This is an optimization exercise on Yosys and OpenROAD, whose aim is small area, not a production implementation.
The RTL was checked by simulation tests, not by an equivalence proof against the original design.
No activity file was given, so power comes from the tool's default toggle rates.

==> design/flow/design.v <==
parameter	INIT_PER	   =	24000;
parameter	REF_PER		=	1024;
parameter	SC_CL		  =	3;
parameter	SC_RCD		=	3;
parameter	SC_RRD		=	7;
parameter	SC_PM		  =	1;
parameter	SC_BL		  =	1;
parameter	SDR_BL		=	(SC_PM == 1) ? 3'b111	:
							        (SC_BL == 1) ? 3'b000	:
							        (SC_BL == 2) ? 3'b001 :
							        (SC_BL == 4) ? 3'b010 : 3'b011;
parameter	SDR_BT		=	1'b0;	 
parameter	SDR_CL		=	(SC_CL == 2) ? 3'b10 : 3'b11;
module Sdram_Control (
		RESET_N, CLK,
		WR1_ADDR, WR1_MAX_ADDR, WR1_LENGTH, WR1_LOAD,
		WR1_FIFO_Q, WR1_FIFO_RUSEDW, WR1_FIFO_RDREQ,
		RD1_ADDR, RD1_MAX_ADDR, RD1_LENGTH, RD1_LOAD,
		RD1_FIFO_DATA, RD1_FIFO_WRREQ, RD1_FIFO_WUSEDW,
		SA, BA, CS_N, CKE, RAS_N, CAS_N, WE_N,
		DQ_IN, DQ_OUT, DQ_OE, DQM
);
parameter	INIT_PER	   =	24000;
parameter	REF_PER		=	1024;
parameter	SC_CL		  =	3;
parameter	SC_RCD		=	3;
parameter	SC_RRD		=	7;
parameter	SC_PM		  =	1;
parameter	SC_BL		  =	1;
parameter	SDR_BL		=	(SC_PM == 1) ? 3'b111	:
							        (SC_BL == 1) ? 3'b000	:
							        (SC_BL == 2) ? 3'b001 :
							        (SC_BL == 4) ? 3'b010 : 3'b011;
parameter	SDR_BT		=	1'b0;	 
parameter	SDR_CL		=	(SC_CL == 2) ? 3'b10 : 3'b11;
input                           RESET_N;
input                           CLK;
input   [23-1:0]            WR1_ADDR;
input   [23-1:0]            WR1_MAX_ADDR;
input          [10:0]           WR1_LENGTH;
input                           WR1_LOAD;
input   [16-1:0]            WR1_FIFO_Q;
input           [9:0]           WR1_FIFO_RUSEDW;
output                          WR1_FIFO_RDREQ;
input   [23-1:0]            RD1_ADDR;
input   [23-1:0]            RD1_MAX_ADDR;
input          [10:0]           RD1_LENGTH;
input                           RD1_LOAD;
output  [16-1:0]            RD1_FIFO_DATA;
output                          RD1_FIFO_WRREQ;
input           [9:0]           RD1_FIFO_WUSEDW;
output        [11:0]            SA;
output         [1:0]            BA;
output         [1:0]            CS_N;
output                          CKE;
output                          RAS_N;
output                          CAS_N;
output                          WE_N;
input   [16-1:0]            DQ_IN;
output  [16-1:0]            DQ_OUT;
output                          DQ_OE;
output [16/8-1:0]           DQM;
localparam [15:0] T_TOP  = INIT_PER + REF_PER + 201;    
localparam [15:0] T_REF  = REF_PER;
reg  [22:0] rWR1_ADDR, rRD1_ADDR, rWR1_MAX, rRD1_MAX;
reg   [8:0] rWR1_LEN, rRD1_LEN;
reg         mWR, mRD;         
reg   [2:0] U;                
reg   [8:0] R;                
reg         in_req, out_valid, rdone, cmd_d, CMD_ACK, dqm_r;
reg  [22:0] A;                
reg  [15:0] mDATAOUT;
wire cnt   = U[2] | U[1];
wire st0   = (U == 3'd0);
wire st1   = (U == 3'd1);
wire endc  = cnt & (R == 9'h1FB);    
wire frc   = cnt & (R == 9'h1FF);    
wire rq0   = cnt & (R == 9'h000);    
wire Write = mWR & ~st0 & ~endc;
wire Read  = mRD & ~st0;
wire start = st0 & (mWR | (mRD & ~rdone));
wire idle  = ~mWR & ~mRD & st0 & ~WR1_LOAD & ~RD1_LOAD;
wire wcond = ({1'b0, WR1_FIFO_RUSEDW} >= {2'b0, rWR1_LEN}) && (rWR1_LEN != 9'd0);
wire rcond = ({1'b0, RD1_FIFO_WUSEDW} <  {2'b0, rRD1_LEN});
wire  [8:0] len_s = mWR ? rWR1_LEN : rRD1_LEN;
wire [22:0] max_s = mWR ? rWR1_MAX : rRD1_MAX;
wire [23:0] nxt   = {1'b0, A} + {15'd0, len_s};
wire        mflag = (max_s[22:9] == 14'd0) && (max_s[8:0] < len_s);
wire        cont  = nxt < {mflag, max_s};
reg  [15:0] T;
reg         REF_REQ, LOAD_MODE, do_initial;
wire INIT_REQ  = ~REF_REQ & (T >= REF_PER + 201) & (T <= REF_PER + INIT_PER + 200);
wire PRECHARGE = ~REF_REQ & (T == REF_PER + 180);
wire REFRESH   = ~REF_REQ & ((T == REF_PER + 160) | (T == REF_PER + 140) |
                             (T == REF_PER + 120) | (T == REF_PER + 100) |
                             (T == REF_PER +  80) | (T == REF_PER +  60) |
                             (T == REF_PER +  40) | (T == REF_PER +  20));
reg do_reada, do_writea, do_refresh, do_precharge, do_load_mode;
reg [3:0] J;           
reg [2:0] P;           
reg rw_flag, ex, oe4, OE, do_rw, CM_ACK, REF_ACK;
reg [1:0] rw_shift;
wire command_done = (J != 4'd0);
wire rp_done      = (P != 3'd0);
wire do_any = do_refresh | do_reada | do_writea | do_precharge | do_load_mode;
wire READA  = cmd_d & mRD;
wire WRITEA = cmd_d & mWR;
wire PM_STOP;
reg c_r1, c_ras, c_cas, c_we, c_act, c_a10, c_lm, c_baz, c_csall;
reg s_r2, s_ras, s_cas, s_we, s_act, s_a10, s_lm, s_baz, s_csall, s_frc;
assign PM_STOP = s_frc;
always @(posedge CLK)
	if (!RESET_N) begin
		rWR1_ADDR <= WR1_ADDR;
		rRD1_ADDR <= RD1_ADDR;
		rWR1_MAX  <= WR1_MAX_ADDR;
		rRD1_MAX  <= RD1_MAX_ADDR;
		rWR1_LEN  <= WR1_LENGTH[8:0];
		rRD1_LEN  <= RD1_LENGTH[8:0];
	end else begin
		if (endc & mWR)
			rWR1_ADDR <= cont ? nxt[22:0] : WR1_ADDR;
		if (rdone)
			rRD1_ADDR <= cont ? nxt[22:0] : RD1_ADDR;
	end
always @(posedge CLK or negedge RESET_N)
	if (!RESET_N) begin
		mWR <= 1'b0; mRD <= 1'b0; U <= 3'd0;
		in_req <= 1'b0; out_valid <= 1'b0; rdone <= 1'b0;
		cmd_d <= 1'b0; CMD_ACK <= 1'b0; A <= 23'd0;
	end else begin
		if (idle & wcond)
			mWR <= 1'b1;
		else if (idle & rcond)
			mRD <= 1'b1;
		if (rdone)
			mRD <= 1'b0;
		else if (endc & mWR)
			mWR <= 1'b0;
		if (st0) begin
			if (start) U <= 3'd1;
		end else if (st1) begin
			if (CMD_ACK) U <= 3'd2;
		end else if (endc)
			U <= 3'd0;
		else if (U != 3'd7)
			U <= U + 3'd1;
		if (mWR & (U == 3'd2))
			in_req <= 1'b1;
		else if (mWR & rq0)
			in_req <= 1'b0;
		out_valid <= Read & (U == 3'd7) & ~endc;
		rdone     <= Read & endc;
		cmd_d     <= st1;
		CMD_ACK   <= CM_ACK & ~CMD_ACK;
		if (cmd_d)
			A <= mWR ? rWR1_ADDR : rRD1_ADDR;
	end
always @(posedge CLK) begin
	if (st0)
		R <= len_s;
	else if (cnt)
		R <= R - 9'd1;
	dqm_r    <= ~(Read | Write) | ~(U[2] | (U[1] & U[0])) | (frc & Write);
	mDATAOUT <= OE ? WR1_FIFO_Q : DQ_IN;
end
always @(posedge CLK or negedge RESET_N)
	if (!RESET_N) begin
		T <= T_TOP; REF_REQ <= 1'b0; LOAD_MODE <= 1'b0; do_initial <= 1'b0;
	end else begin
		T          <= REF_ACK ? T_REF : T - 16'd1;
		REF_REQ    <= (T == 16'd0) | (REF_REQ & ~REF_ACK);
		LOAD_MODE  <= ~REF_REQ & (T == REF_PER + 1);
		do_initial <= INIT_REQ;
	end
always @(posedge CLK or negedge RESET_N)
	if (!RESET_N) begin
		do_reada <= 0; do_writea <= 0; do_refresh <= 0; do_precharge <= 0; do_load_mode <= 0;
		J <= 0; P <= 0; rw_flag <= 0; ex <= 0;
	end else if (INIT_REQ) begin
		do_reada <= 0; do_writea <= 0; do_refresh <= 0; do_precharge <= 0; do_load_mode <= 0;
		J <= 0; P <= 0; rw_flag <= 0; ex <= 0;
	end else begin
		do_refresh   <= (REF_REQ | REFRESH) & ~command_done & ~do_refresh & ~rp_done & ~do_reada & ~do_writea;
		do_reada     <= READA  & ~command_done & ~do_reada  & ~rp_done & ~REF_REQ;
		do_writea    <= WRITEA & ~command_done & ~do_writea & ~rp_done & ~REF_REQ;
		if ((READA  & ~command_done & ~do_reada  & ~rp_done & ~REF_REQ) |
		    (WRITEA & ~command_done & ~do_writea & ~rp_done & ~REF_REQ))
			ex <= 1'b1;
		do_precharge <= PRECHARGE & ~command_done & ~do_precharge;
		do_load_mode <= LOAD_MODE & ~command_done & ~do_load_mode;
		if (do_any) begin
			J <= 4'd9;
			rw_flag <= do_reada;
		end else if (J != 4'd0)
			J <= J - 4'd1;
		if (J == 4'd1)
			P <= 3'd5;
		else if (~ex) begin
			if (P != 3'd0) P <= P - 3'd1;
		end else if (PM_STOP) begin
			if (P != 3'd0) P <= P - 3'd1;
			ex <= 1'b0;
		end
	end
always @(posedge CLK or negedge RESET_N)
	if (!RESET_N) begin
		oe4 <= 0; OE <= 0; rw_shift <= 0; do_rw <= 0; CM_ACK <= 0; REF_ACK <= 0;
	end else begin
		if (do_writea)
			oe4 <= 1'b1;
		else if (do_precharge | do_reada | do_refresh | do_initial | PM_STOP)
			oe4 <= 1'b0;
		OE <= oe4;
		if (do_reada | do_writea)
			rw_shift <= 2'b10;
		else begin
			rw_shift <= rw_shift >> 1;
			do_rw    <= rw_shift[0];
		end
		if (do_refresh & REF_REQ)
			REF_ACK <= 1'b1;
		else if (do_any)
			CM_ACK <= 1'b1;
		else begin
			REF_ACK <= 1'b0;
			CM_ACK  <= 1'b0;
		end
	end
always @(posedge CLK or negedge RESET_N)
	if (!RESET_N) begin
		c_r1 <= 0; c_ras <= 1; c_cas <= 1; c_we <= 1;
		c_act <= 0; c_a10 <= 0; c_lm <= 0; c_baz <= 0; c_csall <= 0;
		s_r2 <= 0; s_ras <= 1; s_cas <= 1; s_we <= 1;
		s_act <= 0; s_a10 <= 0; s_lm <= 0; s_baz <= 0; s_csall <= 0; s_frc <= 0;
	end else begin
		c_r1    <= 1'b1;
		c_act   <= do_writea | do_reada;
		c_a10   <= do_rw | do_precharge;
		c_lm    <= do_load_mode;
		c_baz   <= do_precharge | do_load_mode;
		c_csall <= do_refresh | do_precharge | do_load_mode | do_initial;
		if (do_refresh)                              {c_ras, c_cas, c_we} <= 3'b001;
		else if (do_precharge & (oe4 | rw_flag))     {c_ras, c_cas, c_we} <= 3'b110;
		else if (do_precharge)                       {c_ras, c_cas, c_we} <= 3'b010;
		else if (do_load_mode)                       {c_ras, c_cas, c_we} <= 3'b000;
		else if (do_reada | do_writea)               {c_ras, c_cas, c_we} <= 3'b011;
		else if (do_rw)                              {c_ras, c_cas, c_we} <= {2'b10, rw_flag};
		else                                         {c_ras, c_cas, c_we} <= 3'b111;
		s_r2    <= c_r1;
		s_act   <= c_act;
		s_a10   <= c_a10;
		s_lm    <= c_lm;
		s_baz   <= c_baz;
		s_csall <= c_csall;
		s_frc   <= frc;
		s_ras   <= frc ? 1'b0 : c_ras;
		s_cas   <= frc ? 1'b1 : c_cas;
		s_we    <= frc ? 1'b0 : c_we;
	end
wire [11:0] sa_rc = s_act ? {A[19], A[18] & ~s_a10, A[17:8]} : {4'd0, A[7:0]};
assign SA    = s_frc ? 12'h200 : s_lm ? {2'b00, SDR_CL, SDR_BT, SDR_BL} : sa_rc;
assign BA    = s_baz ? 2'b00 : A[21:20];
assign CS_N  = ~s_r2 ? 2'b01 : s_csall ? 2'b00 : {~A[22], A[22]};
assign CKE   = s_r2;
assign RAS_N = s_ras;
assign CAS_N = s_cas;
assign WE_N  = s_we;
assign DQM   = {dqm_r, dqm_r};
assign DQ_OUT = WR1_FIFO_Q;
assign DQ_OE  = OE;
assign WR1_FIFO_RDREQ = in_req;
assign RD1_FIFO_WRREQ = out_valid;
assign RD1_FIFO_DATA  = mDATAOUT;
endmodule
==> design/flow/flow/run.sh <==
#!/bin/bash
# Standard ORFS layout; the port buffers use the smallest buffer cell.
set -euo pipefail
bash standard.sh finish 'BUFFER_PORTS_ARGS=-buffer_cell sky130_fd_sc_hd__buf_1' > standard_make.log 2>&1
==> design/flow/standard.sh <==
#!/bin/bash
# synth_recipe.tcl (not shown) runs the flow's synth.tcl, then flattens the netlist and writes it again
# the make line also repeats each setting of config.mk as NAME=value (left out here)
make -C /OpenROAD-flow-scripts/flow DESIGN_CONFIG=/design/flow/config.mk WORK_HOME=/design/flow/orfs CLKGATE_MAP_FILE= SYNTH_SCRIPT=/design/flow/synth_recipe.tcl "${@:-finish}"
==> design/flow/config.mk <==
export PLATFORM = sky130hd
export DESIGN_NAME = Sdram_Control
export DESIGN_NICKNAME = Sdram_Control
export VERILOG_FILES = /design/flow/design.v
export SDC_FILE = /design/flow/constraint.sdc
export NUM_CORES = 8
export LEC_CHECK = 0
export CAP_MARGIN = 20
export CORE_MARGIN = 2
export CORE_UTILIZATION = 40
export SLEW_MARGIN = 20
==> design/flow/constraint.sdc <==
create_clock -name core_clock -period 10.0 [get_ports {CLK}]
set_input_delay 2.0000 -clock core_clock [delete_from_list [all_inputs] [get_ports {CLK}]]
set_output_delay 2.0000 -clock core_clock [all_outputs]
set_load 0.01 [all_outputs]
==> results of run 1 <==
==> cells in the final DEF, fill, tap and decap left out, types with 27 or more instances in the layout <==
cell type	synthesis	layout
edfxtp_1	119	119
clkbuf_16	0	27
mux2i_1	51	51
inv_1	65	64
a21oi_1	60	60
xnor2_1	28	28
ha_1	73	73
mux2_2	52	52
buf_1	2	221
nand2_1	56	56
o21ai_0	36	35
nor2_1	93	93
dfrtp_1	79	78
==> sequential cells by signal, summed over array words and instances (netlist names), 3 cells and up <==
signal,count
rRD1_ADDR,23
A,23
rWR1_MAX,23
R,9
rRD1_LEN,9
P,3
T,16
J,4
mDATAOUT,16
U,3
rWR1_ADDR,23
rWR1_LEN,9
rRD1_MAX,23
==> critical path: cells and delay by family, from the launching register on <==
kind                     cells  cell delay, ns
AND/OR/NAND/NOR              4            0.99
XOR/XNOR                     1            0.43
flip-flops                   1            0.71
multiplexers                 1            0.41
adder cells (fa/ha/maj)      2            0.70
buffers and inverters        2            0.73
AO/OA/AOI/OAI                5            1.75
==> cell families after synthesis <==
logic type	after synthesis
flops	227
simple gates	279
buf+inv	121
fa+ha+maj	74
xor+xnor	42
other cells	1
compound gates	167
mux	108
==> routing by layer <==
metal  share of wire, %  global-route usage, %
met2                 47                   29.5
met3                5.3                   2.77
met1                 46                   24.9
met5                  0                      0
met4                2.1                   4.86
==> where the power goes <==
part	total (mW)	switching, mW	internal, mW	leakage [nW]
Sequential	1.08	0.0269	1.05	2.40
Combinational	0.322	0.186	0.136	2.95
Clock	1.00	0.390	0.614	0.436
==> layout make-up <==
type	instances	area [um2]	share of cell area (%)
clock inverters	14	180	1.31
well taps	384	480	3.50
flip-flops and latches	227	6210	45.2
clock buffers	35	726	5.28
repair buffers	232	912	6.64
multi-input cells	671	4990	36.3
inverters	65	244	1.77
==> worst paths after layout <==
path / slack [ns] / to / start
worst min-delay path: 0.35 / s_r2 / c_r1
max in group asynchronous: 7.35 / s_csall / RESET_N
worst max register to register: 3.95 / rWR1_ADDR[22] / mWR
worst max-delay path: 3.95 / rWR1_ADDR[22] / mWR
min in group asynchronous: 1.45 / A[4] / RESET_N
worst min register to register: 0.35 / s_r2 / c_r1
==> impl_metrics.env, run 1 <==
export IMPL_status="timing/DRC/antenna clean"
export IMPL_reg2reg_depth=15
export IMPL_path_max_fanout=51
export IMPL_synth_cell_types=85
export IMPL_syn_inst=1019
export IMPL_routed_wl_um=28000
export IMPL_max_freq_mhz=165
export IMPL_p_leak_nw=5.79
export IMPL_ys_seq_elements=227
export IMPL_finalCritPeriodShare_pct=60.5
export IMPL_start_util_pct=40.8
export IMPL_critPathKind="reg -> reg"
export IMPL_cts_setup_buffers=0
export IMPL_critPathSlowestCell="dfrtp_4"
export IMPL_setup_violations=0
export IMPL_clock_latency_ns=0.53
export IMPL_cts_tree="done"
export IMPL_tightest_slew_ns=0.937
export IMPL_synth_ff_type="edfxtp_1"
export IMPL_synthTopCellsByCount="edfxtp_1, nor2_1, dfrtp_1"
export IMPL_rsz0062_at_grt="false"
export IMPL_globalplace_congestion=0.802
export IMPL_final_nets=1468
export IMPL_drc_errors=0
export IMPL_netlist_area_mm2=0.0118
export IMPL_synth_top_cell_area_share_pct=30.4
export IMPL_detail_route_antenna_nets=0
export IMPL_post_synth_top_area_cell="edfxtp_1"
export IMPL_wl_per_cell_um=17.2
export IMPL_worst_setup_path_end_kind="flop"
export IMPL_fin_util_pct=47.6
export IMPL_maxSlewViolCount=0
export IMPL_die_h_um=176
export IMPL_peakVddDrop_uv=126
export IMPL_ys_top_cells_by_area="edfxtp_1, dfrtp_1, ha_1, mux2_2, mux2i_1"
export IMPL_htreeDepth=1
export IMPL_cts_made_buffers=27
export IMPL_clk_path_buf_depth=3
export IMPL_p_total_mw=2.41
export IMPL_synth_top_family_by_area="simple AND/OR/NAND/NOR gates"
export IMPL_nFillCells=2681
export IMPL_io_buffers=222
export IMPL_synth_compound_gate_area_share_pct=9.28
export IMPL_min_path_type="reg -> reg"
export IMPL_core_area_mm2=0.0289
export IMPL_slew_headroom_pct=37.3
export IMPL_design_area_mm2=0.0137
export IMPL_dr_pass1_iters=5
export IMPL_drive_gt1_share_pct=11.6
export IMPL_die_area_mm2=0.0308
export IMPL_drt_iter0_markers=567
export IMPL_final_cells=1628
export IMPL_finalHoldViolations=0
export IMPL_synth_mux_area_share_pct=9.82
export IMPL_crit_chain="o21ai_0 -> inv_1 -> fa_1 -> and2b_1 -> o31ai_2 -> a221oi_2 -> o211ai_1 -> xnor2_1 -> ha_1 -> nand4_1 -> nor4_1 -> o311ai_1 -> nand3_2 -> buf_4 -> mux2_2"
export IMPL_setup_tns_ns=0
export IMPL_arrival_ns=6.32
export IMPL_grt_max_degree=67
export IMPL_worstPathRequired_ns=10.28
export IMPL_ctsHoldBuffers=0
export IMPL_maxCapViolations=0
export IMPL_layout_min_cycle_time_ns=6.05
export IMPL_syn_avg_cell_area_um2=11.5
export IMPL_grt_pass1_vias=8283
export IMPL_synth_xor_area_share_pct=3.13
export IMPL_via_count=8259
export IMPL_io_pins=227
export IMPL_place_area_mm2=0.0128
export IMPL_p_per_area_mw_per_mm2=175
export IMPL_synthSimpleGateAreaFrac_pct=12.1
export IMPL_synth_net_count=1263
export IMPL_overflow=0
export IMPL_synth_adder_area_share_pct=7.93
export IMPL_die_x_um=176
export IMPL_grtUsageTotal_pct=18.0
export IMPL_max_stage_delay_ns=0.71
export IMPL_worst_slack_ns=3.95
export IMPL_whs_path_depth=0
export IMPL_num_antenna_cells=0
export IMPL_grt_antenna_before_repair=0
export IMPL_hold_slack_ns=0.347
export IMPL_routed_via_density=5.07
export IMPL_dp_cells=1579
export IMPL_synth_most_common_cell="edfxtp_1"
export IMPL_critPathLaunchType="flop"
export IMPL_ctsResizeCount=0
export IMPL_rows=62
export IMPL_cts_root_buffer="clkbuf_16"
export IMPL_skew_ns=0.0148
export IMPL_cts_sinks=227
export IMPL_ys_async_sr_fraction_pct=40.1
export IMPL_path_clk_slew_ns=0.06
export IMPL_yosysSeqAreaShare_pct=52.7
export IMPL_synth_warnings=1
export IMPL_place_ws_ns=3.92
export IMPL_area_growth_pct=16.8
export IMPL_synth_edf_count=119
export IMPL_grt_pass1_wl_um=44000
export IMPL_hpwl_um=20400
==> inputs of run 2 (changes only) <==
==> design/flow/run.sh (new file) <==
#!/bin/bash
# synth_recipe.tcl (not shown) runs the flow's synth.tcl, then flattens the netlist and writes it again
# the make line also repeats each setting of config.mk as NAME=value (left out here)
make -C /OpenROAD-flow-scripts/flow DESIGN_CONFIG=/design/flow/config.mk WORK_HOME=/design/flow/orfs CLKGATE_MAP_FILE= SYNTH_SCRIPT=/design/flow/synth_recipe.tcl finish
--- a/design/flow/config.mk
+++ b/design/flow/config.mk
@@ -9,3 +9,4 @@
 export CORE_MARGIN = 2
 export CORE_UTILIZATION = 40
+export CTS_BUF_LIST = sky130_fd_sc_hd__clkbuf_4
 export SLEW_MARGIN = 20
removed: design/flow/flow/run.sh
removed: design/flow/standard.sh
==> run 2 against run 1 <==
  * Critical path depth unchanged
  * Synthesized cell count unchanged
  * Synthesized area unchanged
  * Die area unchanged
==> impl_metrics.env, run 2 <==
export IMPL_cts_tree="done"
export IMPL_arrival_ns=6.53
export IMPL_die_h_um=176
export IMPL_setup_violations=0
export IMPL_p_per_area_mw_per_mm2=154
export IMPL_grt_antenna_before_repair=1
export IMPL_cts_sinks=227
export IMPL_path_clk_slew_ns=0.07
export IMPL_area_growth_pct=28.1
export IMPL_routed_via_density=5.04
export IMPL_syn_inst=1019
export IMPL_peakVddDrop_uv=64.0
export IMPL_ctsResizeCount=0
export IMPL_grtUsageTotal_pct=18.4
export IMPL_setup_tns_ns=0
export IMPL_place_ws_ns=3.88
export IMPL_synth_net_count=1263
export IMPL_final_nets=1502
export IMPL_p_total_mw=2.32
export IMPL_critPathLaunchType="flop"
export IMPL_synth_warnings=1
export IMPL_ys_seq_elements=227
export IMPL_io_pins=227
export IMPL_grt_pass1_wl_um=44500
export IMPL_rows=62
export IMPL_routed_wl_um=28600
export IMPL_die_x_um=176
export IMPL_start_util_pct=40.8
export IMPL_slew_headroom_pct=36.5
export IMPL_ctsHoldBuffers=0
export IMPL_final_cells=1695
export IMPL_skew_ns=0.0558
export IMPL_path_max_fanout=51
export IMPL_drt_iter0_markers=438
export IMPL_cts_setup_buffers=0
export IMPL_hpwl_um=20800
export IMPL_ys_async_sr_fraction_pct=40.1
export IMPL_layout_commonest_cell="clkdlybuf4s50_1"
export IMPL_clk_path_buf_depth=3
export IMPL_overflow=0
export IMPL_dr_pass1_iters=5
export IMPL_netlist_area_mm2=0.0118
export IMPL_maxSlewViolCount=0
export IMPL_worst_setup_path_end_kind="flop"
export IMPL_drive_gt1_share_pct=15.8
export IMPL_critPathSlowestCell="dfrtp_4"
export IMPL_final_cell_mix="clkdlybuf4s50_1, edfxtp_1, clkbuf_4"
export IMPL_die_area_mm2=0.0308
export IMPL_post_synth_top_area_cell="edfxtp_1"
export IMPL_worstPathRequired_ns=10.43
export IMPL_grt_pass1_vias=8506
export IMPL_syn_avg_cell_area_um2=11.5
export IMPL_maxCapViolations=0
export IMPL_io_buffers=222
export IMPL_status="timing/DRC/antenna clean"
export IMPL_tightest_slew_ns=0.948
export IMPL_worst_slack_ns=3.90
export IMPL_clock_latency_ns=0.71
export IMPL_min_path_type="reg -> reg"
export IMPL_max_freq_mhz=164
export IMPL_layout_min_cycle_time_ns=6.10
export IMPL_detail_route_antenna_nets=0
export IMPL_yosysSeqAreaShare_pct=52.7
export IMPL_cts_root_buffer="clkbuf_4"
export IMPL_p_leak_nw=6.46
export IMPL_critPathKind="reg -> reg"
export IMPL_cts_made_buffers=61
export IMPL_wl_per_cell_um=16.9
export IMPL_htreeDepth=2
export IMPL_synth_ff_type="edfxtp_1"
export IMPL_globalplace_congestion=0.857
export IMPL_hold_slack_ns=0.343
export IMPL_synth_cell_types=85
export IMPL_crit_chain="o21ai_0 -> inv_1 -> fa_1 -> and2b_1 -> o31ai_2 -> a221oi_2 -> o211ai_1 -> xnor2_1 -> ha_1 -> nand4_1 -> nor4_1 -> o311ai_1 -> nand3_2 -> buf_4 -> mux2_2"
export IMPL_via_count=8540
export IMPL_rsz0062_at_grt="false"
export IMPL_synthTopCellsByCount="edfxtp_1, nor2_1, dfrtp_1"
export IMPL_drc_errors=0
export IMPL_finalCritPeriodShare_pct=61.0
export IMPL_grt_max_degree=69
export IMPL_ys_top_cells_by_area="edfxtp_1, dfrtp_1, ha_1, mux2_2, mux2i_1"
export IMPL_finalHoldViolations=0
export IMPL_max_stage_delay_ns=0.67
export IMPL_synth_edf_count=119
export IMPL_core_area_mm2=0.0289
export IMPL_dp_cells=1579
export IMPL_synth_most_common_cell="edfxtp_1"
export IMPL_synth_top_cell_area_share_pct=30.4
-- run 2: cell counts after synthesis --
No cell type changed its count.
-- run 2: power breakdown --
part / leakage (nW) / switching [mW] / internal, mW
Sequential: 2.40 / 0.0266 / 1.05
Clock: 0.504 / 0.380 / 0.486
Combinational: 3.55 / 0.186 / 0.193
Total: 6.46 / 0.593 / 1.73
-- run 2: layout make-up --
type                            instances  area, um2
Multi-Input combinational cell        671       4990
Clock inverter                         12       75.1
Sequential cell                       227       6210
Antenna cell                            1       2.50
Timing Repair Buffer                  232       2290
Inverter                               65        244
Tap cell                              384        480
Fill cell                            2621      13800
Clock buffer                          103        773
-- run 2: logic make-up (layout without fill, tap and decap cells) --
group	after synthesis	count (layout)	synth area share, %
flops	227	227	52.7
other cells	1	2	0.0319
compound gates	167	167	9.28
fa+ha+maj	74	74	7.93
xor+xnor	42	42	3.13
buf+inv	121	412	4.92
mux	108	108	9.82
simple gates	279	279	12.1
-- run 2: routing by layer --
layer | track usage, % | part of all wire [%]
met1 | 24.8 | 45
met2 | 30.5 | 48
met3 | 3.33 | 5.3
met4 | 5.44 | 1.8
met5 | 0 | 0
-- run 2: stage by stage --
| step | instance area, um2 | util (%) |
|---|---|---|
| after floorplan | 11800 | - |
| after global placement | 14200 | 49.3 |
| after detailed placement | 14200 | 49.3 |
| after CTS | 15100 | 52.2 |
| after global routing | 15100 | 52.2 |
| final | 15100 | 52.2 |
-- run 2: worst paths after layout --
check	depth (start not counted)	to	slack, ns	start
min reg2reg	0	s_lm	0.34	c_lm
max	15	rRD1_ADDR[22]	3.90	mWR
max in group asynchronous	2	T[11]	7.53	RESET_N
max reg2reg	15	rRD1_ADDR[22]	3.90	mWR
min	0	s_lm	0.34	c_lm
min in group asynchronous	1	U[2]	1.24	RESET_N
-- run 2: critical path: cells and delay by family, from the launching register on --
family,cells,cell delay [ns]
xor gates and xnor gates,1,0.47
adders and majority gates,2,0.71
muxes,1,0.41
AOI/OAI and AO/OA,5,1.75
DFF,1,0.67
and+or+nand+nor,4,1.05
buffers and inverters,2,0.74
==> inputs of run 3 (changes only) <==
--- a/design/flow/config.mk
+++ b/design/flow/config.mk
@@ -9,4 +9,3 @@
 export CORE_MARGIN = 2
 export CORE_UTILIZATION = 40
-export CTS_BUF_LIST = sky130_fd_sc_hd__clkbuf_4
 export SLEW_MARGIN = 20
==> run 3 against run 2 <==
  * Still clean
  * Sequential power is essentially flat
  * Hold slack better by 0.0051 ns
  * Cell count decreased by 4.2%
  * Clock-buffer cell count shrank 72
  * Clock skew shrank 0.031 ns
  * Maximum frequency is 0.24% higher
  * Critical path depth stayed put
  * Global-route usage down 0.24 points
  * Largest power group unchanged
==> impl_metrics.env, run 3 <==
export IMPL_status="timing/DRC/antenna clean"
export IMPL_cts_tree="done"
export IMPL_final_cell_mix="clkdlybuf4s50_1, edfxtp_1, nor2_1"
export IMPL_register_area_mm2=0.00621
export IMPL_maxSlewViolCount=0
export IMPL_clk_path_buf_depth=3
export IMPL_die_h_um=176
export IMPL_tightest_slew_ns=0.942
export IMPL_finalCritPeriodShare_pct=60.8
export IMPL_wl_per_cell_um=17.4
export IMPL_p_sw_share_pct=24.1
export IMPL_core_area_mm2=0.0289
export IMPL_min_path_type="reg -> reg"
export IMPL_power_frac_comb_pct=15.8
export IMPL_ys_top_cells_by_area="edfxtp_1, dfrtp_1, ha_1, mux2_2, mux2i_1"
export IMPL_cts_root_buffer="clkbuf_16"
export IMPL_rsz0062_at_grt="false"
export IMPL_grt_antenna_before_repair=0
export IMPL_finalHoldViolations=0
export IMPL_start_util_pct=40.8
export IMPL_max_stage_delay_ns=0.67
export IMPL_cts_made_buffers=25
export IMPL_synth_cell_types=85
export IMPL_synth_most_common_cell="edfxtp_1"
export IMPL_path_clk_slew_ns=0.06
export IMPL_share_seq_of_total_power_pct=45.1
export IMPL_ctsResizeCount=0
export IMPL_routed_wl_um=28300
export IMPL_drc_errors=0
export IMPL_crit_chain="o21ai_0 -> inv_1 -> fa_1 -> and2b_1 -> o31ai_2 -> a221oi_2 -> o211ai_1 -> xnor2_1 -> ha_1 -> nand4_1 -> nor4_1 -> o311ai_1 -> nand3_2 -> buf_4 -> mux2_2"
export IMPL_synthTopCellsByCount="edfxtp_1, nor2_1, dfrtp_1"
export IMPL_yosysSeqAreaShare_pct=52.7
export IMPL_rows=62
export IMPL_netlist_area_mm2=0.0118
export IMPL_syn_inst=1019
export IMPL_overflow=0
export IMPL_p_leak_nw=6.35
export IMPL_synth_ff_type="edfxtp_1"
export IMPL_post_synth_top_area_cell="edfxtp_1"
export IMPL_grt_max_degree=69
export IMPL_layout_min_cycle_time_ns=6.08
export IMPL_p_per_area_mw_per_mm2=159
export IMPL_hpwl_um=20800
export IMPL_path_max_fanout=51
export IMPL_setup_violations=0
export IMPL_final_nets=1466
export IMPL_p_int_mw=1.82
export IMPL_skew_ns=0.0245
export IMPL_ctsHoldBuffers=0
export IMPL_grt_pass1_vias=8239
export IMPL_critPathLaunchType="flop"
export IMPL_critPathSlowestCell="dfrtp_4"
export IMPL_max_freq_mhz=164
export IMPL_worstPathRequired_ns=10.25
export IMPL_num_antenna_cells=0
export IMPL_synth_warnings=1
export IMPL_cts_setup_buffers=0
export IMPL_detail_route_antenna_nets=0
export IMPL_via_count=8229
export IMPL_io_pins=227
export IMPL_setup_tns_ns=0
export IMPL_nFillCells=2583
export IMPL_clock_latency_ns=0.52
export IMPL_io_buffers=222
export IMPL_synth_edf_count=119
export IMPL_area_growth_pct=27.9
export IMPL_die_x_um=176
export IMPL_synth_net_count=1263
export IMPL_ys_seq_elements=227
export IMPL_drt_iter0_markers=433
export IMPL_htreeDepth=1
export IMPL_synth_top_cell_area_share_pct=30.4
export IMPL_syn_avg_cell_area_um2=11.5
export IMPL_ys_async_sr_fraction_pct=40.1
export IMPL_routed_via_density=5.07
export IMPL_arrival_ns=6.34
export IMPL_cts_sinks=227
export IMPL_worst_setup_path_end_kind="flop"
export IMPL_drive_gt1_share_pct=10.9
export IMPL_dr_pass1_iters=7
export IMPL_grt_pass1_wl_um=44300
export IMPL_slew_headroom_pct=36.9
export IMPL_layout_commonest_cell="clkdlybuf4s50_1"
export IMPL_place_area_mm2=0.0142
export IMPL_design_area_mm2=0.0151
export IMPL_peakVddDrop_uv=105
export IMPL_multiInputGateArea_mm2=0.00499
export IMPL_switchingPower_mw=0.576
export IMPL_maxCapViolations=0
export IMPL_p_clk_share_pct=39.1
export IMPL_critPathKind="reg -> reg"
export IMPL_globalplace_congestion=0.857
export IMPL_grtUsageTotal_pct=18.2
export IMPL_die_area_mm2=0.0308
==> run 3: area by class of cell <==
| type | count | area share [%] |
|---|---|---|
| clock buffers | 31 | 4.44 |
| well taps | 384 | 3.19 |
| clock inverters | 14 | 1.08 |
| multi-input cells | 671 | 33.2 |
| inverters | 65 | 1.62 |
| repair buffers | 232 | 15.2 |
| flip-flops and latches | 227 | 41.3 |
==> run 3: per-layer routing <==
metal | track usage (%) | wire length (um) | share of wire [%] | up-vias
met4 | 3.79 | 463 | 1.6 | 0
met2 | 30.8 | 13500 | 48 | 188
li1 | - | - | - | 4070
met5 | 0 | 0 | 0 | -
met1 | 25.2 | 13100 | 46 | 3936
met3 | 2.32 | 1230 | 4.3 | 35
==> run 3: worst max-delay path: cells and delay by family, from the launching register on <==
| kind | cells | cell delay, ns |
|---|---|---|
| AND/OR/NAND/NOR | 4 | 1.05 |
| flip-flops | 1 | 0.67 |
| AO/OA/AOI/OAI | 5 | 1.75 |
| adder cells (fa/ha/maj) | 2 | 0.71 |
| XOR/XNOR | 1 | 0.47 |
| multiplexers | 1 | 0.41 |
| buffers and inverters | 2 | 0.74 |
==> run 3: final timing paths <==
| kind | start | slack (ns) | cells after the start | end |
|---|---|---|---|---|
| worst min-delay path | c_csall | 0.35 | 0 | s_csall |
| min in group asynchronous | RESET_N | 1.40 | 1 | J[3] |
| worst max register to register | mWR | 3.92 | 15 | rWR1_ADDR[20] |
| max in group asynchronous | RESET_N | 7.36 | 2 | T[12] |
| worst max-delay path | mWR | 3.92 | 15 | rWR1_ADDR[20] |
| worst min register to register | c_csall | 0.35 | 0 | s_csall |
==> run 3: power by group through the flow <==
| stage | logic [mW] | registers (mW) | clock network, mW |
|---|---|---|---|
| 5_1_grt | 0.421 | 1.09 | 0.997 |
| 3_5_place_dp | 0.380 | 1.10 | 0 |
| 4_1_cts | 0.383 | 1.08 | 0.959 |
| 3_3_place_gp | 0.375 | 1.10 | 0 |
| 2_1_floorplan | 0.221 | 1.09 | 0 |
| 6_report | 0.379 | 1.08 | 0.936 |
==> run 3: metrics by stage <==
stage          hold slack, ns  setup slack (ns)  util, %  cells  power [mW]
2_1_floorplan           0.331              5.44        -   1019        1.31
5_1_grt                 0.355              3.36     52.2   1624        2.51
6_report                0.348              3.92     52.2   1624        2.40
3_5_place_dp            0.335              3.88     49.3   1579        1.48
4_1_cts                 0.346              3.85     52.2   1624        2.42
3_3_place_gp            0.333              4.01     49.3   1579        1.47
==> run 3: cells by family after synthesis <==
| family | share of synthesized area (%) |
|---|---|
| DFF | 52.7 |
| AOI/OAI and AO/OA | 9.28 |
| other | 0.0319 |
| buffers and inverters | 4.92 |
| xor gates and xnor gates | 3.13 |
| muxes | 9.82 |
| adders and majority gates | 7.93 |
| and+or+nand+nor | 12.1 |
==> inputs of run 4 (changes only) <==
--- a/design/flow/design.v
+++ b/design/flow/design.v
@@ -63,4 +63,42 @@
 localparam [15:0] T_TOP  = INIT_PER + REF_PER + 201;    
 localparam [15:0] T_REF  = REF_PER;
+function automatic lt23(input [22:0] a, input [22:0] b);
+	integer i; reg l;
+	begin
+		l = 1'b0;
+		for (i = 0; i < 23; i = i + 1)
+			l = (~a[i] & b[i]) | (~a[i] & l) | (b[i] & l);
+		lt23 = l;
+	end
+endfunction
+function automatic [8:0] dec9(input [8:0] x);
+	integer i; reg b;
+	begin
+		b = 1'b1;
+		for (i = 0; i < 9; i = i + 1) begin
+			dec9[i] = x[i] ^ b;
+			b = b & ~x[i];
+		end
+	end
+endfunction
+function automatic [15:0] dec16(input [15:0] x);
+	integer i; reg b;
+	begin
+		b = 1'b1;
+		for (i = 0; i < 16; i = i + 1) begin
+			dec16[i] = x[i] ^ b;
+			b = b & ~x[i];
+		end
+	end
+endfunction
+function automatic lt10(input [9:0] a, input [9:0] b);
+	integer i; reg l;
+	begin
+		l = 1'b0;
+		for (i = 0; i < 10; i = i + 1)
+			l = (~a[i] & b[i]) | (~a[i] & l) | (b[i] & l);
+		lt10 = l;
+	end
+endfunction
 reg  [22:0] rWR1_ADDR, rRD1_ADDR, rWR1_MAX, rRD1_MAX;
 reg   [8:0] rWR1_LEN, rRD1_LEN;
@@ -81,11 +119,20 @@
 wire start = st0 & (mWR | (mRD & ~rdone));
 wire idle  = ~mWR & ~mRD & st0 & ~WR1_LOAD & ~RD1_LOAD;
-wire wcond = ({1'b0, WR1_FIFO_RUSEDW} >= {2'b0, rWR1_LEN}) && (rWR1_LEN != 9'd0);
-wire rcond = ({1'b0, RD1_FIFO_WUSEDW} <  {2'b0, rRD1_LEN});
+wire wcond = ~lt10(WR1_FIFO_RUSEDW, {1'b0, rWR1_LEN}) && (rWR1_LEN != 9'd0);
+wire rcond = lt10(RD1_FIFO_WUSEDW, {1'b0, rRD1_LEN});
 wire  [8:0] len_s = mWR ? rWR1_LEN : rRD1_LEN;
 wire [22:0] max_s = mWR ? rWR1_MAX : rRD1_MAX;
-wire [23:0] nxt   = {1'b0, A} + {15'd0, len_s};
-wire        mflag = (max_s[22:9] == 14'd0) && (max_s[8:0] < len_s);
-wire        cont  = nxt < {mflag, max_s};
+reg  [23:0] nxt;             
+always @* begin : add_nxt
+	integer i; reg c;
+	c = 1'b0;
+	for (i = 0; i < 23; i = i + 1) begin
+		nxt[i] = A[i] ^ (i < 9 ? len_s[i] : 1'b0) ^ c;
+		c = (A[i] & (i < 9 ? len_s[i] : 1'b0)) | (c & (A[i] ^ (i < 9 ? len_s[i] : 1'b0)));
+	end
+	nxt[23] = c;
+end
+wire        mflag = (max_s[22:9] == 14'd0) && lt10({1'b0, max_s[8:0]}, {1'b0, len_s});
+wire        cont  = nxt[23] ? (mflag & lt23(nxt[22:0], max_s)) : (mflag | lt23(nxt[22:0], max_s));
 reg  [15:0] T;
 reg         REF_REQ, LOAD_MODE, do_initial;
@@ -107,6 +154,8 @@
 wire WRITEA = cmd_d & mWR;
 wire PM_STOP;
-reg c_r1, c_ras, c_cas, c_we, c_act, c_a10, c_lm, c_baz, c_csall;
-reg s_r2, s_ras, s_cas, s_we, s_act, s_a10, s_lm, s_baz, s_csall, s_frc;
+reg c_r1, c_ras, c_cas, c_we, c_init;
+reg s_r2, s_ras, s_cas, s_we, s_init, s_frc;
+wire c_act = rw_shift[1];      
+wire s_act = rw_shift[0];      
 assign PM_STOP = s_frc;
 always @(posedge CLK)
@@ -124,5 +173,5 @@
 			rRD1_ADDR <= cont ? nxt[22:0] : RD1_ADDR;
 	end
-always @(posedge CLK or negedge RESET_N)
+always @(posedge CLK)
 	if (!RESET_N) begin
 		mWR <= 1'b0; mRD <= 1'b0; U <= 3'd0;
@@ -161,18 +210,18 @@
 		R <= len_s;
 	else if (cnt)
-		R <= R - 9'd1;
+		R <= dec9(R);
 	dqm_r    <= ~(Read | Write) | ~(U[2] | (U[1] & U[0])) | (frc & Write);
-	mDATAOUT <= OE ? WR1_FIFO_Q : DQ_IN;
+	mDATAOUT <= DQ_IN;    
 end
-always @(posedge CLK or negedge RESET_N)
+always @(posedge CLK)
 	if (!RESET_N) begin
 		T <= T_TOP; REF_REQ <= 1'b0; LOAD_MODE <= 1'b0; do_initial <= 1'b0;
 	end else begin
-		T          <= REF_ACK ? T_REF : T - 16'd1;
+		T          <= REF_ACK ? T_REF : dec16(T);
 		REF_REQ    <= (T == 16'd0) | (REF_REQ & ~REF_ACK);
 		LOAD_MODE  <= ~REF_REQ & (T == REF_PER + 1);
 		do_initial <= INIT_REQ;
 	end
-always @(posedge CLK or negedge RESET_N)
+always @(posedge CLK)
 	if (!RESET_N) begin
 		do_reada <= 0; do_writea <= 0; do_refresh <= 0; do_precharge <= 0; do_load_mode <= 0;
@@ -204,5 +253,5 @@
 		end
 	end
-always @(posedge CLK or negedge RESET_N)
+always @(posedge CLK)
 	if (!RESET_N) begin
 		oe4 <= 0; OE <= 0; rw_shift <= 0; do_rw <= 0; CM_ACK <= 0; REF_ACK <= 0;
@@ -228,17 +277,11 @@
 		end
 	end
-always @(posedge CLK or negedge RESET_N)
-	if (!RESET_N) begin
-		c_r1 <= 0; c_ras <= 1; c_cas <= 1; c_we <= 1;
-		c_act <= 0; c_a10 <= 0; c_lm <= 0; c_baz <= 0; c_csall <= 0;
-		s_r2 <= 0; s_ras <= 1; s_cas <= 1; s_we <= 1;
-		s_act <= 0; s_a10 <= 0; s_lm <= 0; s_baz <= 0; s_csall <= 0; s_frc <= 0;
+always @(posedge CLK)
+	if (!RESET_N) begin
+		c_r1 <= 0; c_ras <= 1; c_cas <= 1; c_we <= 1; c_init <= 0;
+		s_r2 <= 0; s_ras <= 1; s_cas <= 1; s_we <= 1; s_init <= 0; s_frc <= 0;
 	end else begin
 		c_r1    <= 1'b1;
-		c_act   <= do_writea | do_reada;
-		c_a10   <= do_rw | do_precharge;
-		c_lm    <= do_load_mode;
-		c_baz   <= do_precharge | do_load_mode;
-		c_csall <= do_refresh | do_precharge | do_load_mode | do_initial;
+		c_init  <= do_initial;
 		if (do_refresh)                              {c_ras, c_cas, c_we} <= 3'b001;
 		else if (do_precharge & (oe4 | rw_flag))     {c_ras, c_cas, c_we} <= 3'b110;
@@ -249,14 +292,12 @@
 		else                                         {c_ras, c_cas, c_we} <= 3'b111;
 		s_r2    <= c_r1;
-		s_act   <= c_act;
-		s_a10   <= c_a10;
-		s_lm    <= c_lm;
-		s_baz   <= c_baz;
-		s_csall <= c_csall;
+		s_init  <= c_init;
 		s_frc   <= frc;
-		s_ras   <= frc ? 1'b0 : c_ras;
-		s_cas   <= frc ? 1'b1 : c_cas;
-		s_we    <= frc ? 1'b0 : c_we;
-	end
+		{s_ras, s_cas, s_we} <= {c_ras, c_cas, c_we};
+	end
+wire s_lm    = ~s_ras & ~s_cas & ~s_we;                  
+wire s_baz   = ~s_we & (s_cas | ~s_ras);                 
+wire s_csall = (~s_ras & (~s_cas | ~s_we)) | (s_cas & ~s_we) | s_init;   
+wire s_a10   = (s_ras & ~s_cas) | (s_cas & ~s_we);       
 wire [11:0] sa_rc = s_act ? {A[19], A[18] & ~s_a10, A[17:8]} : {4'd0, A[7:0]};
 assign SA    = s_frc ? 12'h200 : s_lm ? {2'b00, SDR_CL, SDR_BT, SDR_BL} : sa_rc;
@@ -264,7 +305,7 @@
 assign CS_N  = ~s_r2 ? 2'b01 : s_csall ? 2'b00 : {~A[22], A[22]};
 assign CKE   = s_r2;
-assign RAS_N = s_ras;
-assign CAS_N = s_cas;
-assign WE_N  = s_we;
+assign RAS_N = s_ras & ~s_frc;
+assign CAS_N = s_cas | s_frc;
+assign WE_N  = s_we & ~s_frc;
 assign DQM   = {dqm_r, dqm_r};
 assign DQ_OUT = WR1_FIFO_Q;
==> design/flow/flow/run.sh (new file) <==
#!/bin/bash
# Standard ORFS layout; the port buffers use the smallest buffer cell.
set -euo pipefail
bash standard.sh finish 'BUFFER_PORTS_ARGS=-buffer_cell sky130_fd_sc_hd__buf_1' > standard_make.log 2>&1
==> design/flow/standard.sh (new file) <==
#!/bin/bash
# synth_recipe.tcl (not shown) runs the flow's synth.tcl, then flattens the netlist and writes it again
# the make line also repeats each setting of config.mk as NAME=value (left out here)
make -C /OpenROAD-flow-scripts/flow DESIGN_CONFIG=/design/flow/config.mk WORK_HOME=/design/flow/orfs CLKGATE_MAP_FILE= SYNTH_SCRIPT=/design/flow/synth_recipe.tcl "${@:-finish}"
--- a/design/flow/config.mk
+++ b/design/flow/config.mk
@@ -9,3 +9,5 @@
 export CORE_MARGIN = 2
 export CORE_UTILIZATION = 40
+export CTS_CLUSTER_DIAMETER = 80
+export CTS_CLUSTER_SIZE = 20
 export SLEW_MARGIN = 20
removed: design/flow/run.sh
==> run 4 against run 3 <==
  * Still clean on timing, DRC and antenna
  * Combinational power rose by 66%
  * Total power rose by 0.22%
  * Global-route usage fell by 0.27 points
  * Critical path type unchanged
  * Largest power group unchanged
==> impl_metrics.env, run 4 <==
export IMPL_ys_seq_elements=220
export IMPL_grt_pass1_vias=7093
export IMPL_final_cell_mix="buf_1, edfxtp_1, dfxtp_1"
export IMPL_globalplace_congestion=0.823
export IMPL_grt_max_degree=56
export IMPL_rsz0062_at_grt="false"
export IMPL_path_max_fanout=42
export IMPL_finalHoldViolations=0
export IMPL_p_total_mw=2.40
export IMPL_cts_made_buffers=15
export IMPL_critPathLaunchType="flop"
export IMPL_htreeDepth=1
export IMPL_overflow=0
export IMPL_p_per_area_mw_per_mm2=205
export IMPL_p_leak_nw=4.32
export IMPL_cts_sinks=220
export IMPL_crit_top_cell="ha_1"
export IMPL_min_path_type="reg -> reg"
export IMPL_num_antenna_cells=0
export IMPL_switchingPower_mw=0.759
export IMPL_peakVddDrop_uv=156
export IMPL_design_area_mm2=0.0117
export IMPL_maxSlewViolCount=0
export IMPL_place_area_mm2=0.0113
export IMPL_p_int_mw=1.64
export IMPL_core_area_mm2=0.0253
export IMPL_layout_commonest_cell="buf_1"
export IMPL_clk_path_buf_depth=3
export IMPL_die_h_um=165
export IMPL_area_growth_pct=13.4
export IMPL_drt_iter0_markers=590
export IMPL_skew_ns=0.0159
export IMPL_max_freq_mhz=112
export IMPL_setup_violations=0
export IMPL_cp_top_family="adder cells"
export IMPL_path_clk_slew_ns=0.08
export IMPL_max_stage_delay_ns=0.69
export IMPL_worst_setup_path_end_kind="flop"
export IMPL_via_count=7345
export IMPL_power_frac_comb_pct=26.2
export IMPL_synth_edf_count=119
export IMPL_syn_inst=898
export IMPL_dr_pass1_iters=5
export IMPL_final_nets=1292
export IMPL_setup_tns_ns=0
export IMPL_post_synth_top_area_cell="edfxtp_1"
export IMPL_maxCapViolations=0
export IMPL_worst_slack_ns=1.08
export IMPL_critPathSlowestCell="dfxtp_4"
export IMPL_drive_gt1_share_pct=6.42
export IMPL_p_clk_share_pct=24.8
export IMPL_cts_tree="done"
export IMPL_synth_top_cell_area_share_pct=34.6
export IMPL_wl_per_cell_um=17.6
export IMPL_routed_via_density=5.23
export IMPL_grt_pass1_wl_um=37900
export IMPL_synthTopCellsByCount="edfxtp_1, dfxtp_1, nor2_1"
export IMPL_clock_latency_ns=0.48
export IMPL_netlist_area_mm2=0.0103
export IMPL_cts_setup_buffers=0
export IMPL_status="timing/DRC/antenna clean"
export IMPL_tightest_slew_ns=0.805
export IMPL_path_buf_inv=4
export IMPL_synth_net_count=1124
export IMPL_start_util_pct=40.9
export IMPL_routed_wl_um=24700
export IMPL_ctsHoldBuffers=0
export IMPL_p_sw_share_pct=31.6
export IMPL_yosysSeqAreaShare_pct=54.2
export IMPL_place_ws_ns=1.12
export IMPL_ys_top_cells_by_area="edfxtp_1, dfxtp_1, ha_1, mux2i_1, nor2_1"
export IMPL_syn_avg_cell_area_um2=11.5
export IMPL_finalCritPeriodShare_pct=89.2
export IMPL_grtUsageTotal_pct=17.9
export IMPL_synth_ff_type="edfxtp_1"
export IMPL_hpwl_um=18300
export IMPL_critPathKind="reg -> reg"
export IMPL_nFillCells=2398
export IMPL_cts_root_buffer="clkbuf_16"
export IMPL_worstPathRequired_ns=10.24
export IMPL_detail_route_antenna_nets=0
export IMPL_io_buffers=190
export IMPL_arrival_ns=9.16
export IMPL_slew_headroom_pct=46.3
export IMPL_drc_errors=0
export IMPL_share_seq_of_total_power_pct=49.0
export IMPL_rows=58
export IMPL_die_x_um=165
export IMPL_synth_cell_types=69
export IMPL_io_pins=227
export IMPL_grt_antenna_before_repair=0
export IMPL_dp_cells=1379
export IMPL_ys_async_sr_fraction_pct=0
export IMPL_layout_min_cycle_time_ns=8.92
export IMPL_final_cells=1404
export IMPL_synth_warnings=1
export IMPL_ctsResizeCount=0
export IMPL_die_area_mm2=0.0271
export IMPL_synth_most_common_cell="edfxtp_1"
-- run 4: cell types whose count changed after synthesis, moves of 15 or more --
cell	change
dfxtp_1	+84
dfrtp_1	-79
a22o_1	+30
mux2_2	-29
ha_1	-25
xnor2_1	-25
a211oi_1	+23
a21oi_1	-21
o21ai_0	-20
nor2_1	-16
nand2_1	-15
-- run 4: power groups by stage --
| stage | Combinational, mW | Clock, mW | Sequential (mW) |
|---|---|---|---|
| detailed placement | 0.625 | 0 | 1.20 |
| CTS | 0.629 | 0.617 | 1.18 |
| global placement | 0.614 | 0 | 1.19 |
| floorplan | 0.469 | 0 | 1.17 |
| global route | 0.704 | 0.649 | 1.19 |
| finish | 0.629 | 0.596 | 1.18 |
-- run 4: area by class of cell --
cell class	count	area [um2]	area share, %
Clock buffer	22	402	3.43
Inverter	64	241	2.06
Clock inverter	3	27.5	0.235
Tap cell	330	413	3.53
Timing Repair Buffer	201	796	6.79
Sequential cell	220	5600	47.8
Multi-Input combinational cell	564	4230	36.1
-- run 4: path summary, 6_finish.rpt --
kind              start      endpoint  slack, ns  cells past startpoint
setup reg to reg    mWR  rWR1_ADDR[3]       1.08                     36
setup / recovery    mWR  rWR1_ADDR[3]       1.08                     36
hold / removal     c_we          s_we       0.41                      1
hold reg to reg    c_we          s_we       0.41                      1
-- run 4: through the flow --
step	hold WS [ns]	utilization [%]
6_report	0.411	46.4
5_1_grt	0.424	46.4
4_1_cts	0.413	46.4
3_5_place_dp	0.395	44.7
3_3_place_gp	0.388	44.7
2_1_floorplan	0.386	-
-- run 4: routing by layer --
layer | global-route usage, % | share of wire (%) | vias to the layer above
li1 | - | - | 3631
met1 | 25.1 | 46 | 3488
met2 | 29.0 | 46 | 198
met3 | 3.89 | 6.9 | 28
met4 | 3.28 | 1.3 | 0
met5 | 0 | 0 | -
-- run 4: kinds of logic (layout without fill, tap and decap cells) --
family                     after synthesis  after routing  synth area share, %
muxes                                   83             83                 8.32
and+or+nand+nor                        230            230                 11.2
DFF                                    220            220                 54.2
buffers and inverters                  114            290                 4.97
AOI/OAI and AO/OA                      177            177                 12.3
xor gates and xnor gates                 5              5                0.424
adders and majority gates               69             69                 8.71
==> inputs of run 5 (changes only) <==
--- a/design/flow/config.mk
+++ b/design/flow/config.mk
@@ -9,5 +9,5 @@
 export CORE_MARGIN = 2
 export CORE_UTILIZATION = 40
-export CTS_CLUSTER_DIAMETER = 80
-export CTS_CLUSTER_SIZE = 20
+export CTS_CLUSTER_DIAMETER = 60
+export CTS_CLUSTER_SIZE = 26
 export SLEW_MARGIN = 20
==> run 5 against run 4 <==
  * Sequential power about the same
  * Cell count up 1.1%
  * Sequential cell count unchanged
  * Core utilization up 1.5 points
  * Synthesized area unchanged
  * Critical endpoint is now rRD1_ADDR[7]
  * Largest cell class unchanged
==> impl_metrics.env, run 5 <==
export IMPL_status="timing/DRC/antenna clean"
export IMPL_p_per_area_mw_per_mm2=222
export IMPL_globalplace_congestion=0.823
export IMPL_slew_headroom_pct=45.7
export IMPL_drc_errors=0
export IMPL_clk_path_buf_depth=3
export IMPL_grt_pass1_vias=7160
export IMPL_arrival_ns=9.19
export IMPL_rows=58
export IMPL_cts_root_buffer="clkbuf_16"
export IMPL_drive_gt1_share_pct=8.26
export IMPL_path_clk_slew_ns=0.08
export IMPL_nFillCells=2360
export IMPL_setup_violations=0
export IMPL_crit_top_cell="ha_1"
export IMPL_met1_usage_pct=25.0
export IMPL_synthTopCellsByCount="edfxtp_1, dfxtp_1, nor2_1"
export IMPL_cts_tree="done"
export IMPL_die_x_um=165
export IMPL_die_h_um=165
export IMPL_start_util_pct=40.9
export IMPL_max_freq_mhz=112
export IMPL_critPathSlowestCell="dfxtp_4"
export IMPL_clock_latency_ns=0.52
export IMPL_max_stage_delay_ns=0.68
export IMPL_multiInputGateArea_mm2=0.00423
export IMPL_syn_avg_cell_area_um2=11.5
export IMPL_synth_cell_types=69
export IMPL_netlist_area_mm2=0.0103
export IMPL_cts_sinks=220
export IMPL_synth_warnings=1
export IMPL_worst_setup_path_end_kind="flop"
export IMPL_synth_net_count=1124
export IMPL_ctsHoldBuffers=0
export IMPL_finalHoldViolations=0
export IMPL_skew_ns=0.0164
export IMPL_layout_commonest_cell="buf_1"
export IMPL_grt_pass1_wl_um=38200
export IMPL_synth_top_cell_area_share_pct=34.6
export IMPL_setup_tns_ns=0
export IMPL_dp_cells=1379
export IMPL_die_area_mm2=0.0271
export IMPL_ys_async_sr_fraction_pct=0
export IMPL_overflow=0
export IMPL_peakVddDrop_uv=167
export IMPL_critPathKind="reg -> reg"
export IMPL_io_pins=227
export IMPL_cts_made_buffers=22
export IMPL_core_area_mm2=0.0253
export IMPL_synth_ff_type="edfxtp_1"
export IMPL_synth_most_common_cell="edfxtp_1"
export IMPL_min_path_type="reg -> reg"
export IMPL_syn_inst=898
export IMPL_routed_wl_um=24900
export IMPL_post_synth_top_area_cell="edfxtp_1"
export IMPL_finalCritPeriodShare_pct=89.3
export IMPL_worstPathRequired_ns=10.26
export IMPL_num_antenna_cells=0
export IMPL_routed_via_density=5.23
export IMPL_p_leak_nw=4.49
export IMPL_grt_antenna_before_repair=0
export IMPL_final_cells=1419
export IMPL_ctsResizeCount=0
export IMPL_htreeDepth=1
export IMPL_hpwl_um=18300
export IMPL_hold_slack_ns=0.408
export IMPL_register_area_mm2=0.00560
export IMPL_cts_setup_buffers=0
export IMPL_grt_max_degree=56
export IMPL_grt_busiest_layer="met2"
export IMPL_yosysSeqAreaShare_pct=54.2
export IMPL_path_max_fanout=42
export IMPL_final_cell_mix="buf_1, edfxtp_1, dfxtp_1"
export IMPL_area_growth_pct=17.0
export IMPL_fin_util_pct=47.9
export IMPL_ys_top_cells_by_area="edfxtp_1, dfxtp_1, ha_1, mux2i_1, nor2_1"
export IMPL_final_nets=1299
export IMPL_tightest_slew_ns=0.814
export IMPL_ys_seq_elements=220
export IMPL_maxSlewViolCount=0
export IMPL_wl_per_cell_um=17.5
export IMPL_via_count=7420
export IMPL_detail_route_antenna_nets=0
export IMPL_grtUsageTotal_pct=18.1
export IMPL_io_buffers=190
export IMPL_critPathLaunchType="flop"
export IMPL_met3_usage_pct=3.84
export IMPL_drt_iter0_markers=607
export IMPL_use_met2_pct=29.0
export IMPL_maxCapViolations=0
export IMPL_layout_min_cycle_time_ns=8.93
export IMPL_synth_edf_count=119
export IMPL_rsz0062_at_grt="false"
export IMPL_dr_pass1_iters=4
[run 5: cell counts after synthesis]
Identical to the previous run, type by type.
[run 5: metal layers]
metal	vias to the layer above	routed length [um]	part of all wire, %
met1	3519	11500	46
met2	200	11300	45
met4	0	421	1.7
met5	-	0	0
met3	34	1650	6.6
li1	3667	-	-
[run 5: cell families after synthesis]
family | synth area share (%)
AO/OA/AOI/OAI | 12.3
XOR/XNOR | 0.424
adder cells (fa/ha/maj) | 8.71
buffers and inverters | 4.97
flip-flops | 54.2
multiplexers | 8.32
AND/OR/NAND/NOR | 11.2
[run 5: worst max-delay path, delay by kind of cell (launching register included)]
family	cells	cell delay, ns
buffers and inverters	4	0.22
DFF	1	0.68
muxes	2	0.85
and+or+nand+nor	3	0.74
adders and majority gates	22	5.38
AOI/OAI and AO/OA	5	0.76
[run 5: power by group]
part	total (mW)	switching (mW)	internal, mW	leakage, nW
clock network	0.882	0.414	0.467	0.387
registers	1.18	0.0797	1.10	2.00
logic	0.632	0.370	0.261	2.10
total	2.69	0.864	1.82	4.49
[run 5: final cells by class]
class                      count  share of cell area [%]
clock buffer                  25                    5.00
sequential                   220                    46.3
timing repair buffer         201                    6.58
tap                          330                    3.42
inverter                      64                    2.00
multi-input combinational    564                    35.0
clock inverter                15                    1.67
[run 5: per-stage QoR]
| stage | setup WS, ns | area, um2 | total power [mW] |
|---|---|---|---|
| finish | 1.07 | 12100 | 2.69 |
| global route | 0.491 | 12100 | 2.84 |
| CTS | 1.06 | 12100 | 2.71 |
| detailed placement | 1.12 | 11300 | 1.82 |
| global placement | 1.16 | 11300 | 1.81 |
| floorplan | 1.32 | 10300 | 1.64 |
[run 5: worst paths after layout]
check                                    end  cells after the start  start  slack (ns)
worst max register to register  rRD1_ADDR[7]                     36    mWR        1.07
worst min-delay path                    s_we                      1   c_we        0.41
worst min register to register          s_we                      1   c_we        0.41
worst max-delay path            rRD1_ADDR[7]                     36    mWR        1.07
==> inputs of run 6 (changes only) <==
==> design/flow/flow/run.sh (replaced) <==
#!/bin/bash
set -euo pipefail
bash standard.sh finish 'BUFFER_PORTS_ARGS=-buffer_cell sky130_fd_sc_hd__buf_1' 'CTS_ARGS=-sink_clustering_enable -repair_clock_nets -sink_clustering_size 24 -sink_clustering_max_diameter 90 -dont_use_dummy_load' > standard_make.log 2>&1
--- a/design/flow/config.mk
+++ b/design/flow/config.mk
@@ -9,5 +9,3 @@
 export CORE_MARGIN = 2
 export CORE_UTILIZATION = 40
-export CTS_CLUSTER_DIAMETER = 60
-export CTS_CLUSTER_SIZE = 26
 export SLEW_MARGIN = 20
==> run 6 against run 5 <==
  * Non-clock buffer count is the same
  * Hold slack worse by 0.040 ns
  * Critical endpoint unchanged
  * Still clean on timing, DRC and antenna
  * Critical path type unchanged
  * Sequential cell count is the same
  * Largest cell class unchanged
==> impl_metrics.env, run 6 <==
export IMPL_synth_cell_types=69
export IMPL_ys_async_sr_fraction_pct=0
export IMPL_grt_pass1_wl_um=37600
export IMPL_final_cell_mix="buf_1, edfxtp_1, dfxtp_1"
export IMPL_maxCapViolations=0
export IMPL_arrival_ns=9.14
export IMPL_drt_iter0_markers=533
export IMPL_via_count=7306
export IMPL_syn_inst=898
export IMPL_synth_warnings=1
export IMPL_route_met3_wl_um=1620
export IMPL_cts_tree="done"
export IMPL_syn_avg_cell_area_um2=11.5
export IMPL_ctsResizeCount=0
export IMPL_synth_most_common_cell="edfxtp_1"
export IMPL_p_int_mw=1.61
export IMPL_cts_made_buffers=14
export IMPL_final_cells=1393
export IMPL_clock_latency_ns=0.50
export IMPL_p_total_mw=2.34
export IMPL_rsz0062_at_grt="false"
export IMPL_core_area_mm2=0.0253
export IMPL_critPathLaunchType="flop"
export IMPL_skew_ns=0.0556
export IMPL_post_synth_top_area_cell="edfxtp_1"
export IMPL_synthTopCellsByCount="edfxtp_1, dfxtp_1, nor2_1"
export IMPL_globalplace_congestion=0.823
export IMPL_setup_tns_ns=0
export IMPL_path_max_fanout=42
export IMPL_max_freq_mhz=112
export IMPL_place_ws_ns=1.12
export IMPL_dr_pass1_iters=5
export IMPL_max_stage_delay_ns=0.69
export IMPL_clk_path_buf_depth=3
export IMPL_peakVddDrop_uv=168
export IMPL_io_buffers=190
export IMPL_detail_route_antenna_nets=0
export IMPL_p_clk_share_pct=23.0
export IMPL_final_nets=1291
export IMPL_ys_seq_elements=220
export IMPL_path_clk_slew_ns=0.09
export IMPL_die_h_um=165
export IMPL_worst_slack_ns=1.10
export IMPL_htreeDepth=1
export IMPL_area_growth_pct=12.6
export IMPL_ctsHoldBuffers=0
export IMPL_finalHoldViolations=0
export IMPL_start_util_pct=40.9
export IMPL_crit_top_cell="ha_1"
export IMPL_worst_setup_path_end_kind="flop"
export IMPL_synth_edf_count=119
export IMPL_rows=58
export IMPL_die_area_mm2=0.0271
export IMPL_hpwl_um=18300
export IMPL_design_area_mm2=0.0116
export IMPL_grt_pass1_vias=7050
export IMPL_slew_headroom_pct=45.4
export IMPL_setup_violations=0
export IMPL_layout_commonest_cell="buf_1"
export IMPL_ys_top_cells_by_area="edfxtp_1, dfxtp_1, ha_1, mux2i_1, nor2_1"
export IMPL_wl_met1_um=11300
export IMPL_wl_met2_um=11300
export IMPL_min_path_type="reg -> reg"
export IMPL_share_seq_of_total_power_pct=50.2
export IMPL_reg2reg_depth=36
export IMPL_maxSlewViolCount=0
export IMPL_io_pins=227
export IMPL_top_layer_used="met4"
export IMPL_critPathSlowestCell="dfxtp_4"
export IMPL_layout_min_cycle_time_ns=8.90
export IMPL_switchingPower_mw=0.735
export IMPL_p_per_area_mw_per_mm2=201
export IMPL_grt_max_degree=56
export IMPL_die_x_um=165
export IMPL_synth_net_count=1124
export IMPL_tightest_slew_ns=0.811
export IMPL_p_sw_share_pct=31.4
export IMPL_synth_ff_type="edfxtp_1"
export IMPL_place_area_mm2=0.0113
export IMPL_hold_slack_ns=0.368
export IMPL_finalCritPeriodShare_pct=89.0
export IMPL_yosysSeqAreaShare_pct=54.2
export IMPL_overflow=0
export IMPL_wl_per_cell_um=17.6
export IMPL_power_frac_comb_pct=26.9
export IMPL_netlist_area_mm2=0.0103
export IMPL_grtUsageTotal_pct=17.8
export IMPL_status="timing/DRC/antenna clean"
export IMPL_routed_wl_um=24500
export IMPL_cts_root_buffer="clkbuf_16"
export IMPL_grt_antenna_before_repair=0
export IMPL_p_leak_nw=4.28
export IMPL_cts_setup_buffers=0
export IMPL_fin_util_pct=46.1
export IMPL_critPathKind="reg -> reg"
export IMPL_cts_sinks=220
export IMPL_num_antenna_cells=0
export IMPL_synth_top_cell_area_share_pct=34.6
export IMPL_worstPathRequired_ns=10.24
export IMPL_drc_errors=0
export IMPL_whs_path_depth=1
export IMPL_drive_gt1_share_pct=6.11
export IMPL_dp_cells=1379
export IMPL_routed_via_density=5.24
run 6: cell counts after synthesis:
Identical to the previous run, type by type.
run 6: cell families after synthesis:
| kind of cell | Yosys count | share of synthesized area (%) |
|---|---|---|
| XOR/XNOR | 5 | 0.424 |
| flip-flops | 220 | 54.2 |
| adder cells (fa/ha/maj) | 69 | 8.71 |
| multiplexers | 83 | 8.32 |
| AND/OR/NAND/NOR | 230 | 11.2 |
| buffers and inverters | 114 | 4.97 |
| AO/OA/AOI/OAI | 177 | 12.3 |
run 6: power by group through the flow:
stage | clock network [mW] | registers [mW] | logic [mW]
6_report | 0.538 | 1.18 | 0.629
5_1_grt | 0.583 | 1.19 | 0.704
4_1_cts | 0.554 | 1.18 | 0.628
3_5_place_dp | 0 | 1.20 | 0.625
3_3_place_gp | 0 | 1.19 | 0.614
2_1_floorplan | 0 | 1.17 | 0.469
run 6: final timing paths:
path	startpoint	to	slack, ns
hold reg to reg	c_we	s_we	0.37
hold / removal	c_we	s_we	0.37
setup reg to reg	mWR	rRD1_ADDR[7]	1.10
setup / recovery	mWR	rRD1_ADDR[7]	1.10
run 6: cell type report:
type | instances | area [um2]
Clock buffer | 14 | 350
Multi-Input combinational cell | 564 | 4230
Fill cell | 2398 | 13600
Inverter | 64 | 241
Sequential cell | 220 | 5600
Timing Repair Buffer | 201 | 796
Tap cell | 330 | 413
run 6: worst max-delay path: cells and delay by family (launching register included):
| family | cells | cell delay, ns |
|---|---|---|
| flip-flops | 1 | 0.69 |
| buffers and inverters | 4 | 0.22 |
| AND/OR/NAND/NOR | 3 | 0.74 |
| adder cells (fa/ha/maj) | 22 | 5.36 |
| multiplexers | 2 | 0.85 |
| AO/OA/AOI/OAI | 5 | 0.75 |
run 6: metal layers:
| layer | vias to the layer above | global-route usage (%) |
|---|---|---|
| li1 | 3621 | - |
| met1 | 3473 | 24.8 |
| met2 | 187 | 29.1 |
| met3 | 25 | 3.57 |
| met4 | 0 | 3.12 |
| met5 | - | 0 |

==> afterwards: timing with drivers on the ports <==
How much do the figures lean on ideal ports? The routed layouts below were timed once more, with nothing changed but the port constraints. Step 1: set_driving_cell puts a clkbuf_16 on CLK and a buf_2 on each other input, an assumption about the parent block. Step 2 times the ports against the registers' clock, not the clock port: input delays grow and output delays shrink by t, the midpoint of the rising clock arrivals with the driver on. Three values: no drivers, after step 1, after step 2; two values: the first two.
run | t, ns | setup slack, ns | hold slack, ns | worst setup path at the end | worst register clock-pin slew, ns
run 1 | 0.571 | 3.953 / 3.953 / 3.953 | 0.347 / 0.347 / 0.347 | register to register | 0.06 / 0.06
run 2 | 0.727 | 3.902 / 3.902 / 3.902 | 0.343 / 0.343 / 0.343 | register to register | 0.07 / 0.07
run 3 | 0.558 | 3.916 / 3.916 / 3.916 | 0.348 / 0.348 / 0.348 | register to register | 0.06 / 0.06
run 4 | 0.515 | 1.078 / 1.078 / 1.078 | 0.411 / 0.411 / 0.411 | register to register | 0.09 / 0.09
run 5 | 0.554 | 1.072 / 1.072 / 1.072 | 0.408 / 0.408 / 0.408 | register to register | 0.08 / 0.08
run 6 | 0.507 | 1.098 / 1.098 / 1.098 | 0.368 / 0.368 / 0.368 | register to register | 0.10 / 0.10
After both steps every run listed still meets setup and hold.
